Context: an optimization exercise on an open-source flow, tuned for small area. The choices shown serve that exercise and are no tape-out recipe. In this exercise RTL edits were held to simulation tests only and were not proved equivalent to the original. Power figures rest on the tool's default switching activity, not on a simulated workload.

==> delta <==
==> flow/design.v (excerpt) <==
module BombSquad(user_cred, submit_button, rotate_button, verify_button, clk, rst, timer_sevseg1, timer_sevseg2, timer_sevseg3, puzzle_sevseg1, puzzle_sevseg2, puzzle_sevseg3, puzzle_sevseg4, lcd_on, lcd_en, lcd_flag, led_g, led_r);
==> flow/config.mk <==
export PLATFORM = sky130hd
export DESIGN_NAME = BombSquad
export DESIGN_NICKNAME = BombSquad
export VERILOG_FILES = /design/flow/design.v
export SDC_FILE = /design/flow/constraint.sdc
export NUM_CORES = 4
export LEC_CHECK = 0
export ABC_AREA = 1
export CAP_MARGIN = 20
export CORE_MARGIN = 2
export CORE_UTILIZATION = 60
export CTS_BUF_LIST = sky130_fd_sc_hd__clkbuf_8
export SLEW_MARGIN = 20
==> flow/constraint.sdc <==
create_clock -name core_clock -period 10.0 [get_ports {clk}]
set_input_delay 2.0000 -clock core_clock [delete_from_list [all_inputs] [get_ports {clk}]]
set_output_delay 2.0000 -clock core_clock [all_outputs]
set_load 0.01 [all_outputs]
standard.sh (not shown) runs the stock make flow with config.mk's settings and CLKGATE_MAP_FILE= SYNTH_SCRIPT=/design/flow/synth_recipe.tcl, a recipe that flattens the netlist after the stock synthesis.
==> flow/flow/run.sh <==
#!/bin/bash
# Layout flow: the standard flow (standard synthesis, floorplan, power
# grid, placement, CTS, routing) with these changes:
#  - after the standard synthesis, its combinational cells are re-mapped for
#    area by flow/remap.sh (Yosys + ABC); every flip-flop is kept exactly as
#    the standard synthesis made it (name, cell type, connections);
#  - the port buffers that global placement puts on every input and output
#    are the smallest buffer, sky130_fd_sc_hd__buf_1, instead of the cell
#    buffer_ports picks by default;
#  - floorplan removes buffers left from synthesis (REMOVE_ABC_BUFFERS),
#    leaving buffering to the placement repair steps;
#  - clock tree synthesis runs with ORFS's usual arguments plus
#    -dont_use_dummy_load, so it adds no dummy load cells to the clock nets.
# Each tool's output goes to a log file of its own in this folder.
set -euo pipefail
WORK=$(pwd)
ORFS_WORK=$(grep -o "WORK_HOME=[^ ]*" standard.sh | head -1 | cut -d= -f2- | tr -d "'")
R=$ORFS_WORK/results/$FLOW_PLATFORM/BombSquad/base
LIB=$FLOW_HOME/platforms/$FLOW_PLATFORM/lib/sky130_fd_sc_hd__tt_025C_1v80.lib
YOSYS=$FLOW_HOME/../tools/install/yosys/bin/yosys
[ -x "$YOSYS" ] || YOSYS=yosys
export BUFFER_PORTS_ARGS="-buffer_cell sky130_fd_sc_hd__buf_1"
export REMOVE_ABC_BUFFERS=1
export CTS_ARGS="-sink_clustering_enable -repair_clock_nets -dont_use_dummy_load -buf_list {sky130_fd_sc_hd__clkbuf_4 sky130_fd_sc_hd__clkbuf_8}"
# 1. standard synthesis only
bash standard.sh "$R/1_2_yosys.v" > standard_synth.log 2>&1
# 2. area re-mapping of the combinational logic
cp "$R/1_2_yosys.v" "$R/1_2_yosys_standard.v"
bash flow/remap.sh "$R/1_2_yosys_standard.v" "$R/1_2_yosys_remapped.v" "$LIB" flow/amap.abc "$YOSYS" > remap.log 2>&1
cp "$R/1_2_yosys_remapped.v" "$R/1_2_yosys.v"
touch "$R/1_2_yosys.v" "$R/1_2_yosys.sdc"
# 3. the rest of the standard flow
bash standard.sh finish > standard_flow.log 2>&1
==> flow/flow/amap.abc <==
strash
dch -f
amap
topo
==> flow/flow/remap.sh <==
#!/bin/bash
# remap.sh IN.v OUT.v LIB ABCSCRIPT YOSYS
# Re-maps the combinational cells of the standard synthesis's netlist for
# area (ABC script amap.abc), keeping every flip-flop instance exactly as the
# standard synthesis made it: same instance name, cell type, connections and
# Q net name. The combinational cells are flattened into logic, mapped again
# to the platform's cells (minus DONT_USE_CELLS), constants get tie cells and
# pass-through nets buffers, as in ORFS's synthesis.
set -euo pipefail
IN=$1; OUT=$2; LIB=$3; SCR=$4; YOSYS=$5
FLOPS=$(grep -oE "sky130_fd_sc_hd__(s?e?df[a-z]+_[0-9]+)" "$IN" | sort -u | tr '\n' ' ')
DU=""
for c in probe_p_8 probec_p_8 lpflow_bleeder_1 lpflow_clkbufkapwr_1 lpflow_clkbufkapwr_16 lpflow_clkbufkapwr_2 lpflow_clkbufkapwr_4 lpflow_clkbufkapwr_8 lpflow_clkinvkapwr_1 lpflow_clkinvkapwr_16 lpflow_clkinvkapwr_2 lpflow_clkinvkapwr_4 lpflow_clkinvkapwr_8 lpflow_decapkapwr_12 lpflow_decapkapwr_3 lpflow_decapkapwr_4 lpflow_decapkapwr_6 lpflow_decapkapwr_8 lpflow_inputiso0n_1 lpflow_inputiso0p_1 lpflow_inputiso1n_1 lpflow_inputiso1p_1 lpflow_inputisolatch_1 lpflow_isobufsrc_1 lpflow_isobufsrc_16 lpflow_isobufsrc_2 lpflow_isobufsrc_4 lpflow_isobufsrc_8 lpflow_isobufsrckapwr_16 lpflow_lsbuf_lh_hl_isowell_tap_1 lpflow_lsbuf_lh_hl_isowell_tap_2 lpflow_lsbuf_lh_hl_isowell_tap_4 lpflow_lsbuf_lh_isowell_4 lpflow_lsbuf_lh_isowell_tap_1 lpflow_lsbuf_lh_isowell_tap_2 lpflow_lsbuf_lh_isowell_tap_4; do DU="$DU -dont_use sky130_fd_sc_hd__$c"; done
KEEP=""; for f in $FLOPS; do KEEP="$KEEP setattr -mod -set keep_hierarchy 1 $f; setattr -set keep 1 t:$f %x:+[Q,Q_N] t:$f %d;"; done
BB=""; for f in $FLOPS; do BB="$BB blackbox $f;"; done
"$YOSYS" -p "read_liberty -ignore_miss_func $LIB; read_verilog $IN; hierarchy -top BombSquad; $KEEP flatten; $BB opt -purge; abc -liberty $LIB $DU -script $SCR; opt_clean -purge; hilomap -singleton -hicell sky130_fd_sc_hd__conb_1 HI -locell sky130_fd_sc_hd__conb_1 LO; splitnets; insbuf -buf sky130_fd_sc_hd__buf_1 A X; opt_clean -purge; rename -hide w:_*; select BombSquad; write_verilog -noattr -noexpr -nohex -nodec -selected $OUT; tee -o $OUT.stat stat -liberty $LIB"
==> zinc (differences from delta) <==
==> flow/flow/run.sh (replaced) <==
#!/bin/bash
# Layout flow: the standard flow (standard synthesis, floorplan, power
# grid, placement, CTS, routing) with these changes:
#  - the port buffers that global placement puts on every input and output
#    are the smallest buffer, sky130_fd_sc_hd__buf_1, instead of the cell
#    buffer_ports picks by default;
#  - clock tree synthesis runs with ORFS's usual arguments plus
#    -dont_use_dummy_load, so it adds no dummy load cells to the clock nets;
#  - floorplan removes the buffers that synthesis's ABC mapping inserted
#    (REMOVE_ABC_BUFFERS), leaving buffering to the placement repair steps.
set -euo pipefail
export BUFFER_PORTS_ARGS="-buffer_cell sky130_fd_sc_hd__buf_1"
export REMOVE_ABC_BUFFERS=1
export CTS_ARGS="-repair_clock_nets -dont_use_dummy_load -buf_list sky130_fd_sc_hd__clkbuf_8"
bash standard.sh finish > standard_flow.log 2>&1
removed: flow/flow/amap.abc
removed: flow/flow/remap.sh
==> results.txt <==
Against zinc, the hold slack of delta is worse by 0.0089 ns. In zinc the global-route usage is lower than in delta, by 3.1 points. Between delta and zinc, the lower worst setup slack is in delta (gap 0.80 ns). Between zinc and delta, the lower critical path depth is in zinc (gap 5). In zinc the maximum frequency is higher than in delta, by about 14%. In zinc the final cell count is higher than in delta, by about 11%. Sequential cell count is the same in zinc and delta. In delta the clock power is lower than in zinc, by about 1%.
==> figures <==
item	zinc	delta
Vias	9718	9447
Upper clock frequency limit	177 MHz	155 MHz
Number of instances in the placed design	1668	1500
Overall power after layout	1560 uW	1490 uW
Post-synthesis cell area	9440 sq um	8380 sq um
Cell internal pwr	970 uW	946 uW
Area of the placeable core	15300 sq um	13800 sq um
Slowest library cell on the worst path	nor2_1	nor3_1
Number of design-rule violations left by the first detailed-router iteration	917	1065
PD cells	156 nW/um^2	163 nW/um^2
Rows	45	43
Tightest hold margin	0.363 ns	0.354 ns
Status	finished clean	finished clean
Routed length on met3	1.96 mm	2.32 mm
Met3 global-route usage	6.03%	7.72%
Capture endpoint of the worst hold path	VerifyButton.was_down	SubmitButton.was_down
Syn Area/Cell	6.66 sq um	6.74 sq um
Static power due to leakage	0.00424 uW	0.00311 uW

port drivers added, routing unchanged:
Ports are ideal in the flow. The routed layouts listed here were re-timed in OpenROAD. Step 1 assumes that a clkbuf_16 drives the clock port and a buf_2 every other input. Step 2 times the ports against the registers' clock, not the clock port: input delays grow and output delays shrink by t, the midpoint of the rising clock arrivals with the driver on. Slacks: ideal ports / drivers / drivers and shift; pairs: ideal ports / drivers.
run	shift t [ns]	setup WS [ns]	worst hold slack (ns)	latest minus earliest clock arrival (ns)	worst register clock-pin slew, ns
delta	0.483	3.555 / 3.516 / 3.999	0.354 / 0.354 / 0.354	0.028 / 0.028	0.08 / 0.08
zinc	0.475	4.360 / 4.319 / 4.794	0.363 / 0.363 / 0.363	0.043 / 0.043	0.10 / 0.10
After both steps setup and hold are still met in every run listed.
